Source: an optimization exercise on an open RTL-to-GDS flow (aim: small area, a short achievable clock period and few clock cycles per item). Production flows keep margins and buffers that such runs may drop. RTL that was checked went through simulation tests only; none was proved equivalent to the original.

==> run F: inputs <==
## geofence
module geofence (clk, reset, X, Y, R, valid, is_inside);
input clk;
input reset;
input [9:0] X;
input [9:0] Y;
input [10:0] R;
output reg valid;
output is_inside;
localparam KW = 10;        
localparam C_LAST = 5'd21;     
reg [4:0] c;
always @(posedge clk or posedge reset) begin
    if (reset) begin
        c     <= 5'd0;
        valid <= 1'b0;
    end else begin
        c     <= (c == C_LAST) ? 5'd0 : c + 5'd1;
        valid <= (c == C_LAST - 5'd1);
    end
end
reg [9:0] ix, iy, ir;
always @(posedge clk) begin
    ix <= X; iy <= Y; ir <= R[9:0];
end
reg [9:0] sx [0:5];
reg [9:0] sy [0:5];
reg [9:0] sr [0:5];
reg [KW-1:0] sk [1:5];
wire [9:0] sx0 = sx[0], sy0 = sy[0], sx5 = sx[5], sy5 = sy[5];
wire [9:0] sr1 = sr[1], sr2 = sr[2];
wire kaxp_g0 = ix[0] & ~sx0[0];
wire kaxp_p0 = ix[0] ^ ~sx0[0];
wire kaxp_g1 = ix[1] & ~sx0[1];
wire kaxp_p1 = ix[1] ^ ~sx0[1];
wire kaxp_g2 = ix[2] & ~sx0[2];
wire kaxp_p2 = ix[2] ^ ~sx0[2];
wire kaxp_g3 = ix[3] & ~sx0[3];
wire kaxp_p3 = ix[3] ^ ~sx0[3];
wire kaxp_g4 = ix[4] & ~sx0[4];
wire kaxp_p4 = ix[4] ^ ~sx0[4];
wire kaxp_g5 = ix[5] & ~sx0[5];
wire kaxp_p5 = ix[5] ^ ~sx0[5];
wire kaxp_g6 = ix[6] & ~sx0[6];
wire kaxp_p6 = ix[6] ^ ~sx0[6];
wire kaxp_g7 = ix[7] & ~sx0[7];
wire kaxp_p7 = ix[7] ^ ~sx0[7];
wire kaxp_g8 = ix[8] & ~sx0[8];
wire kaxp_p8 = ix[8] ^ ~sx0[8];
wire kaxp_g9 = ix[9] & ~sx0[9];
wire kaxp_p9 = ix[9] ^ ~sx0[9];
wire kaxp_g0c = kaxp_g0 | (kaxp_p0 & 1'b1);
  ...
clock: 32.0 ns
lec_check: 0
abc_area: 1
cap_margin: 20
core_margin: 2
core_utilization: 60
slew_margin: 20
run.sh (not shown) runs the stock make flow with config.mk's settings and CLKGATE_MAP_FILE= SYNTH_SCRIPT=/design/flow/synth_recipe.tcl, a recipe that flattens the netlist after the stock synthesis.
==> inputs of run D, as changes to run F <==
--- a/flow/design.v
+++ b/flow/design.v
@@ -992,17 +992,17 @@
 wire cmp1_G9 = cmp1_G3 | (cmp1_P3 & cmp1_G6);
 wire cmp1_G10 = cmp1_G5 | (cmp1_P5 & cmp1_G8);
 wire cmp1_G11 = cmp1_g2 | (cmp1_p2 & cmp1_G1);
 wire cmp1_G12 = cmp1_g4 | (cmp1_p4 & cmp1_G6);
 wire cmp1_G13 = cmp1_g6 | (cmp1_p6 & cmp1_G9);
 wire cmp1_G14 = cmp1_g8 | (cmp1_p8 & cmp1_G8);
 wire [9:0] cmp1_d = {(cmp1_p9 ^ cmp1_G14), (cmp1_p8 ^ cmp1_G8), (cmp1_p7 ^ cmp1_G13), (cmp1_p6 ^ cmp1_G9), (cmp1_p5 ^ cmp1_G12), (cmp1_p4 ^ cmp1_G6), (cmp1_p3 ^ cmp1_G11), (cmp1_p2 ^ cmp1_G1), (cmp1_p1 ^ cmp1_g0c), (cmp1_p0 ^ 1'b1)};
 wire cmp1_ge = cmp1_G10;
-assign bef[1] = (c < 5'd5) | ((cmp1_d != 0) & ~cmp1_d[9]);
+assign bef[1] = (c < 5'd5) | ~cmp1_d[9];    
 wire [KW-1:0] sk2 = sk[2];
 wire cmp2_g0 = sk2[0] & ~nkey[0];
 wire cmp2_p0 = sk2[0] ^ ~nkey[0];
 wire cmp2_g1 = sk2[1] & ~nkey[1];
 wire cmp2_p1 = sk2[1] ^ ~nkey[1];
 wire cmp2_g2 = sk2[2] & ~nkey[2];
 wire cmp2_p2 = sk2[2] ^ ~nkey[2];
 wire cmp2_g3 = sk2[3] & ~nkey[3];
@@ -1036,17 +1036,17 @@
 wire cmp2_G9 = cmp2_G3 | (cmp2_P3 & cmp2_G6);
 wire cmp2_G10 = cmp2_G5 | (cmp2_P5 & cmp2_G8);
 wire cmp2_G11 = cmp2_g2 | (cmp2_p2 & cmp2_G1);
 wire cmp2_G12 = cmp2_g4 | (cmp2_p4 & cmp2_G6);
 wire cmp2_G13 = cmp2_g6 | (cmp2_p6 & cmp2_G9);
 wire cmp2_G14 = cmp2_g8 | (cmp2_p8 & cmp2_G8);
 wire [9:0] cmp2_d = {(cmp2_p9 ^ cmp2_G14), (cmp2_p8 ^ cmp2_G8), (cmp2_p7 ^ cmp2_G13), (cmp2_p6 ^ cmp2_G9), (cmp2_p5 ^ cmp2_G12), (cmp2_p4 ^ cmp2_G6), (cmp2_p3 ^ cmp2_G11), (cmp2_p2 ^ cmp2_G1), (cmp2_p1 ^ cmp2_g0c), (cmp2_p0 ^ 1'b1)};
 wire cmp2_ge = cmp2_G10;
-assign bef[2] = (c < 5'd6) | ((cmp2_d != 0) & ~cmp2_d[9]);
+assign bef[2] = (c < 5'd6) | ~cmp2_d[9];    
 wire [KW-1:0] sk3 = sk[3];
 wire cmp3_g0 = sk3[0] & ~nkey[0];
 wire cmp3_p0 = sk3[0] ^ ~nkey[0];
 wire cmp3_g1 = sk3[1] & ~nkey[1];
 wire cmp3_p1 = sk3[1] ^ ~nkey[1];
 wire cmp3_g2 = sk3[2] & ~nkey[2];
 wire cmp3_p2 = sk3[2] ^ ~nkey[2];
 wire cmp3_g3 = sk3[3] & ~nkey[3];
@@ -1080,17 +1080,17 @@
 wire cmp3_G9 = cmp3_G3 | (cmp3_P3 & cmp3_G6);
 wire cmp3_G10 = cmp3_G5 | (cmp3_P5 & cmp3_G8);
 wire cmp3_G11 = cmp3_g2 | (cmp3_p2 & cmp3_G1);
 wire cmp3_G12 = cmp3_g4 | (cmp3_p4 & cmp3_G6);
 wire cmp3_G13 = cmp3_g6 | (cmp3_p6 & cmp3_G9);
 wire cmp3_G14 = cmp3_g8 | (cmp3_p8 & cmp3_G8);
 wire [9:0] cmp3_d = {(cmp3_p9 ^ cmp3_G14), (cmp3_p8 ^ cmp3_G8), (cmp3_p7 ^ cmp3_G13), (cmp3_p6 ^ cmp3_G9), (cmp3_p5 ^ cmp3_G12), (cmp3_p4 ^ cmp3_G6), (cmp3_p3 ^ cmp3_G11), (cmp3_p2 ^ cmp3_G1), (cmp3_p1 ^ cmp3_g0c), (cmp3_p0 ^ 1'b1)};
 wire cmp3_ge = cmp3_G10;
-assign bef[3] = (c < 5'd7) | ((cmp3_d != 0) & ~cmp3_d[9]);
+assign bef[3] = (c < 5'd7) | ~cmp3_d[9];    
 wire [KW-1:0] sk4 = sk[4];
 wire cmp4_g0 = sk4[0] & ~nkey[0];
 wire cmp4_p0 = sk4[0] ^ ~nkey[0];
 wire cmp4_g1 = sk4[1] & ~nkey[1];
 wire cmp4_p1 = sk4[1] ^ ~nkey[1];
 wire cmp4_g2 = sk4[2] & ~nkey[2];
 wire cmp4_p2 = sk4[2] ^ ~nkey[2];
 wire cmp4_g3 = sk4[3] & ~nkey[3];
@@ -1124,17 +1124,17 @@
 wire cmp4_G9 = cmp4_G3 | (cmp4_P3 & cmp4_G6);
 wire cmp4_G10 = cmp4_G5 | (cmp4_P5 & cmp4_G8);
 wire cmp4_G11 = cmp4_g2 | (cmp4_p2 & cmp4_G1);
 wire cmp4_G12 = cmp4_g4 | (cmp4_p4 & cmp4_G6);
 wire cmp4_G13 = cmp4_g6 | (cmp4_p6 & cmp4_G9);
 wire cmp4_G14 = cmp4_g8 | (cmp4_p8 & cmp4_G8);
 wire [9:0] cmp4_d = {(cmp4_p9 ^ cmp4_G14), (cmp4_p8 ^ cmp4_G8), (cmp4_p7 ^ cmp4_G13), (cmp4_p6 ^ cmp4_G9), (cmp4_p5 ^ cmp4_G12), (cmp4_p4 ^ cmp4_G6), (cmp4_p3 ^ cmp4_G11), (cmp4_p2 ^ cmp4_G1), (cmp4_p1 ^ cmp4_g0c), (cmp4_p0 ^ 1'b1)};
 wire cmp4_ge = cmp4_G10;
-assign bef[4] = (c < 5'd8) | ((cmp4_d != 0) & ~cmp4_d[9]);
+assign bef[4] = (c < 5'd8) | ~cmp4_d[9];    
 wire [KW-1:0] sk5 = sk[5];
 wire cmp5_g0 = sk5[0] & ~nkey[0];
 wire cmp5_p0 = sk5[0] ^ ~nkey[0];
 wire cmp5_g1 = sk5[1] & ~nkey[1];
 wire cmp5_p1 = sk5[1] ^ ~nkey[1];
 wire cmp5_g2 = sk5[2] & ~nkey[2];
 wire cmp5_p2 = sk5[2] ^ ~nkey[2];
 wire cmp5_g3 = sk5[3] & ~nkey[3];
@@ -1168,17 +1168,17 @@
 wire cmp5_G9 = cmp5_G3 | (cmp5_P3 & cmp5_G6);
 wire cmp5_G10 = cmp5_G5 | (cmp5_P5 & cmp5_G8);
 wire cmp5_G11 = cmp5_g2 | (cmp5_p2 & cmp5_G1);
 wire cmp5_G12 = cmp5_g4 | (cmp5_p4 & cmp5_G6);
 wire cmp5_G13 = cmp5_g6 | (cmp5_p6 & cmp5_G9);
 wire cmp5_G14 = cmp5_g8 | (cmp5_p8 & cmp5_G8);
 wire [9:0] cmp5_d = {(cmp5_p9 ^ cmp5_G14), (cmp5_p8 ^ cmp5_G8), (cmp5_p7 ^ cmp5_G13), (cmp5_p6 ^ cmp5_G9), (cmp5_p5 ^ cmp5_G12), (cmp5_p4 ^ cmp5_G6), (cmp5_p3 ^ cmp5_G11), (cmp5_p2 ^ cmp5_G1), (cmp5_p1 ^ cmp5_g0c), (cmp5_p0 ^ 1'b1)};
 wire cmp5_ge = cmp5_G10;
-assign bef[5] = (c < 5'd9) | ((cmp5_d != 0) & ~cmp5_d[9]);
+assign bef[5] = (c < 5'd9) | ~cmp5_d[9];    
 wire ins = (c >= 5'd4) && (c <= 5'd8);
 wire rot = (c >= 5'd9);
 integer s;
 always @(posedge clk) begin
     if (c == 5'd1) begin
         sx[0] <= ix; sy[0] <= iy; sr[0] <= ir;
     end else if (rot) begin
         sx[0] <= sx[5]; sy[0] <= sy[5]; sr[0] <= sr[5];
@@ -1649,94 +1649,17 @@
 wire e_d2_207 = e_d2_128 ^ e_d2_171 ^ e_d2_170;
 wire e_d2_208 = (e_d2_128 & e_d2_171) | (e_d2_128 & e_d2_170) | (e_d2_171 & e_d2_170);
 wire e_d2_209 = e_d2_132 ^ e_d2_173 ^ e_d2_172;
 wire e_d2_210 = (e_d2_132 & e_d2_173) | (e_d2_132 & e_d2_172) | (e_d2_173 & e_d2_172);
 wire e_d2_211 = e_d2_136 ^ e_d2_175 ^ e_d2_174;
 wire e_d2_212 = (e_d2_136 & e_d2_175) | (e_d2_136 & e_d2_174) | (e_d2_175 & e_d2_174);
 wire e_d2_213 = e_d2_140 ^ e_d2_177 ^ e_d2_176;
 wire e_d2_214 = (e_d2_140 & e_d2_177) | (e_d2_140 & e_d2_176) | (e_d2_177 & e_d2_176);
-wire e_d2_215bk_g0 = e_d2_179 & e_d2_145;
-wire e_d2_215bk_p0 = e_d2_179 ^ e_d2_145;
-wire e_d2_215bk_g1 = e_d2_180 & e_d2_181;
-wire e_d2_215bk_p1 = e_d2_180 ^ e_d2_181;
-wire e_d2_215bk_g2 = e_d2_182 & e_d2_183;
-wire e_d2_215bk_p2 = e_d2_182 ^ e_d2_183;
-wire e_d2_215bk_g3 = e_d2_184 & e_d2_185;
-wire e_d2_215bk_p3 = e_d2_184 ^ e_d2_185;
-wire e_d2_215bk_g4 = e_d2_186 & e_d2_187;
-wire e_d2_215bk_p4 = e_d2_186 ^ e_d2_187;
-wire e_d2_215bk_g5 = e_d2_188 & e_d2_189;
-wire e_d2_215bk_p5 = e_d2_188 ^ e_d2_189;
-wire e_d2_215bk_g6 = e_d2_190 & e_d2_191;
-wire e_d2_215bk_p6 = e_d2_190 ^ e_d2_191;
-wire e_d2_215bk_g7 = e_d2_192 & e_d2_193;
-wire e_d2_215bk_p7 = e_d2_192 ^ e_d2_193;
-wire e_d2_215bk_g8 = e_d2_194 & e_d2_195;
-wire e_d2_215bk_p8 = e_d2_194 ^ e_d2_195;
-wire e_d2_215bk_g9 = e_d2_196 & e_d2_197;
-wire e_d2_215bk_p9 = e_d2_196 ^ e_d2_197;
-wire e_d2_215bk_g10 = e_d2_198 & e_d2_199;
-wire e_d2_215bk_p10 = e_d2_198 ^ e_d2_199;
-wire e_d2_215bk_g11 = e_d2_200 & e_d2_201;
-wire e_d2_215bk_p11 = e_d2_200 ^ e_d2_201;
-wire e_d2_215bk_g12 = e_d2_202 & e_d2_203;
-wire e_d2_215bk_p12 = e_d2_202 ^ e_d2_203;
-wire e_d2_215bk_g13 = e_d2_204 & e_d2_205;
-wire e_d2_215bk_p13 = e_d2_204 ^ e_d2_205;
-wire e_d2_215bk_g14 = e_d2_206 & e_d2_207;
-wire e_d2_215bk_p14 = e_d2_206 ^ e_d2_207;
-wire e_d2_215bk_g15 = e_d2_208 & e_d2_209;
-wire e_d2_215bk_p15 = e_d2_208 ^ e_d2_209;
-wire e_d2_215bk_g16 = e_d2_210 & e_d2_211;
-wire e_d2_215bk_p16 = e_d2_210 ^ e_d2_211;
-wire e_d2_215bk_g17 = e_d2_212 & e_d2_213;
-wire e_d2_215bk_p17 = e_d2_212 ^ e_d2_213;
-wire e_d2_215bk_G1 = e_d2_215bk_g1 | (e_d2_215bk_p1 & e_d2_215bk_g0);
-wire e_d2_215bk_G2 = e_d2_215bk_g3 | (e_d2_215bk_p3 & e_d2_215bk_g2);
-wire e_d2_215bk_P2 = e_d2_215bk_p3 & e_d2_215bk_p2;
-wire e_d2_215bk_G3 = e_d2_215bk_g5 | (e_d2_215bk_p5 & e_d2_215bk_g4);
-wire e_d2_215bk_P3 = e_d2_215bk_p5 & e_d2_215bk_p4;
-wire e_d2_215bk_G4 = e_d2_215bk_g7 | (e_d2_215bk_p7 & e_d2_215bk_g6);
-wire e_d2_215bk_P4 = e_d2_215bk_p7 & e_d2_215bk_p6;
-wire e_d2_215bk_G5 = e_d2_215bk_g9 | (e_d2_215bk_p9 & e_d2_215bk_g8);
-wire e_d2_215bk_P5 = e_d2_215bk_p9 & e_d2_215bk_p8;
-wire e_d2_215bk_G6 = e_d2_215bk_g11 | (e_d2_215bk_p11 & e_d2_215bk_g10);
-wire e_d2_215bk_P6 = e_d2_215bk_p11 & e_d2_215bk_p10;
-wire e_d2_215bk_G7 = e_d2_215bk_g13 | (e_d2_215bk_p13 & e_d2_215bk_g12);
-wire e_d2_215bk_P7 = e_d2_215bk_p13 & e_d2_215bk_p12;
-wire e_d2_215bk_G8 = e_d2_215bk_g15 | (e_d2_215bk_p15 & e_d2_215bk_g14);
-wire e_d2_215bk_P8 = e_d2_215bk_p15 & e_d2_215bk_p14;
-wire e_d2_215bk_G9 = e_d2_215bk_g17 | (e_d2_215bk_p17 & e_d2_215bk_g16);
-wire e_d2_215bk_P9 = e_d2_215bk_p17 & e_d2_215bk_p16;
-wire e_d2_215bk_G10 = e_d2_215bk_G2 | (e_d2_215bk_P2 & e_d2_215bk_G1);
-wire e_d2_215bk_G11 = e_d2_215bk_G4 | (e_d2_215bk_P4 & e_d2_215bk_G3);
-wire e_d2_215bk_P11 = e_d2_215bk_P4 & e_d2_215bk_P3;
-wire e_d2_215bk_G12 = e_d2_215bk_G6 | (e_d2_215bk_P6 & e_d2_215bk_G5);
-wire e_d2_215bk_P12 = e_d2_215bk_P6 & e_d2_215bk_P5;
-wire e_d2_215bk_G13 = e_d2_215bk_G8 | (e_d2_215bk_P8 & e_d2_215bk_G7);
-wire e_d2_215bk_P13 = e_d2_215bk_P8 & e_d2_215bk_P7;
-wire e_d2_215bk_G14 = e_d2_215bk_G11 | (e_d2_215bk_P11 & e_d2_215bk_G10);
-wire e_d2_215bk_G15 = e_d2_215bk_G13 | (e_d2_215bk_P13 & e_d2_215bk_G12);
-wire e_d2_215bk_P15 = e_d2_215bk_P13 & e_d2_215bk_P12;
-wire e_d2_215bk_G16 = e_d2_215bk_G15 | (e_d2_215bk_P15 & e_d2_215bk_G14);
-wire e_d2_215bk_G17 = e_d2_215bk_G12 | (e_d2_215bk_P12 & e_d2_215bk_G14);
-wire e_d2_215bk_G18 = e_d2_215bk_G3 | (e_d2_215bk_P3 & e_d2_215bk_G10);
-wire e_d2_215bk_G19 = e_d2_215bk_G5 | (e_d2_215bk_P5 & e_d2_215bk_G14);
-wire e_d2_215bk_G20 = e_d2_215bk_G7 | (e_d2_215bk_P7 & e_d2_215bk_G17);
-wire e_d2_215bk_G21 = e_d2_215bk_G9 | (e_d2_215bk_P9 & e_d2_215bk_G16);
-wire e_d2_215bk_G22 = e_d2_215bk_g2 | (e_d2_215bk_p2 & e_d2_215bk_G1);
-wire e_d2_215bk_G23 = e_d2_215bk_g4 | (e_d2_215bk_p4 & e_d2_215bk_G10);
-wire e_d2_215bk_G24 = e_d2_215bk_g6 | (e_d2_215bk_p6 & e_d2_215bk_G18);
-wire e_d2_215bk_G25 = e_d2_215bk_g8 | (e_d2_215bk_p8 & e_d2_215bk_G14);
-wire e_d2_215bk_G26 = e_d2_215bk_g10 | (e_d2_215bk_p10 & e_d2_215bk_G19);
-wire e_d2_215bk_G27 = e_d2_215bk_g12 | (e_d2_215bk_p12 & e_d2_215bk_G17);
-wire e_d2_215bk_G28 = e_d2_215bk_g14 | (e_d2_215bk_p14 & e_d2_215bk_G20);
-wire e_d2_215bk_G29 = e_d2_215bk_g16 | (e_d2_215bk_p16 & e_d2_215bk_G16);
-wire [17:0] e_d2 = {(e_d2_215bk_p17 ^ e_d2_215bk_G29), (e_d2_215bk_p16 ^ e_d2_215bk_G16), (e_d2_215bk_p15 ^ e_d2_215bk_G28), (e_d2_215bk_p14 ^ e_d2_215bk_G20), (e_d2_215bk_p13 ^ e_d2_215bk_G27), (e_d2_215bk_p12 ^ e_d2_215bk_G17), (e_d2_215bk_p11 ^ e_d2_215bk_G26), (e_d2_215bk_p10 ^ e_d2_215bk_G19), (e_d2_215bk_p9 ^ e_d2_215bk_G25), (e_d2_215bk_p8 ^ e_d2_215bk_G14), (e_d2_215bk_p7 ^ e_d2_215bk_G24), (e_d2_215bk_p6 ^ e_d2_215bk_G18), (e_d2_215bk_p5 ^ e_d2_215bk_G23), (e_d2_215bk_p4 ^ e_d2_215bk_G10), (e_d2_215bk_p3 ^ e_d2_215bk_G22), (e_d2_215bk_p2 ^ e_d2_215bk_G1), (e_d2_215bk_p1 ^ e_d2_215bk_g0), e_d2_215bk_p0};
+wire [17:0] e_d2 = ({e_d2_212, e_d2_210, e_d2_208, e_d2_206, e_d2_204, e_d2_202, e_d2_200, e_d2_198, e_d2_196, e_d2_194, e_d2_192, e_d2_190, e_d2_188, e_d2_186, e_d2_184, e_d2_182, e_d2_180, e_d2_179} + {e_d2_213, e_d2_211, e_d2_209, e_d2_207, e_d2_205, e_d2_203, e_d2_201, e_d2_199, e_d2_197, e_d2_195, e_d2_193, e_d2_191, e_d2_189, e_d2_187, e_d2_185, e_d2_183, e_d2_181, e_d2_145});
 reg [17:0] q1_d2;
 always @(posedge clk) q1_d2 <= {e_d2[17], e_d2[16], e_d2[15], e_d2[14], e_d2[13], e_d2[12], e_d2[11], e_d2[10], e_d2[9], e_d2[8], e_d2[7], e_d2[6], e_d2[5], e_d2[4], e_d2[3], e_d2[2], e_d2[1], e_d2[0]};
 wire sa5_g0 = q1_d2[16] & 1'b0;
 wire sa5_p0 = q1_d2[16] ^ 1'b0;
 wire sa5_g1 = q1_d2[17] & 1'b1;
 wire sa5_p1 = q1_d2[17] ^ 1'b1;
 wire sa5_g0c = sa5_g0 | (sa5_p0 & 1'b1);
 wire sa5_G1 = sa5_g1 | (sa5_p1 & sa5_g0c);
- CAP_MARGIN: 20 -> 5
- SLEW_MARGIN: 20 -> 5
==> comparison <==
Run D went through all stages and came out clean. Run F completed with no timing, DRC or antenna violations. Between run D and run F, the lower cell area is in run D (gap about 0.46%, measured against run F). Synthesized cell count: run F is lower than run D (2.0%). Of run D and run F, run D has the higher via count (gap about 1.4%, measured against run F). Between run D and run F, the lower worst setup slack is in run F (gap 0.017 ns).
==> figures <==
	run D	run F
Vias	35900	35400
Sequential-to-total area share from yosys stat	28.9%	28.9%
Maximum fanout along the worst path	7	12
Status	finished clean	finished clean
DP Worst Slack	23.75 ns	23.70 ns
Highest metal used	met4	met5
Tightest Pin Transition	1.10 ns	1.09 ns
Post-Synthesis Net Count	6809	6718
Xor and xnor area share after synthesis	3.95%	3.93%
Tmin final	8.30 ns	8.32 ns
R2r startpoint	sy[0][0]	sx[0][0]
Testbench counts of run D, summed over its fixed seeds: cycles 8,448, objects 384.
Function not checked in run F: the RTL went through the layout flow alone.

port drivers added, routing unchanged:
No port has a modelled driver above. Below, the same layouts with a new extraction and two added sets of constraints. Step 1, drivers: a clkbuf_16 drives clk and a buf_2 each remaining input, both assumed. Step 2 times the ports against the registers' clock, not the clock port: input delays grow and output delays shrink by t, the midpoint of the rising clock arrivals with the driver on. Slacks: ideal / step 1 / step 2; pairs: ideal / step 1.
| run | t, ns | slack for setup (ns) | latest minus earliest clock arrival (ns) | pins driven straight from the clock port |
|---|---|---|---|---|
| run F | 0.692 | 23.683 / 23.683 / 23.683 | 0.042 / 0.042 | 1 |
| run D | 0.693 | 23.700 / 23.700 / 23.700 | 0.042 / 0.042 | 1 |
After both steps every run listed still meets setup and hold.
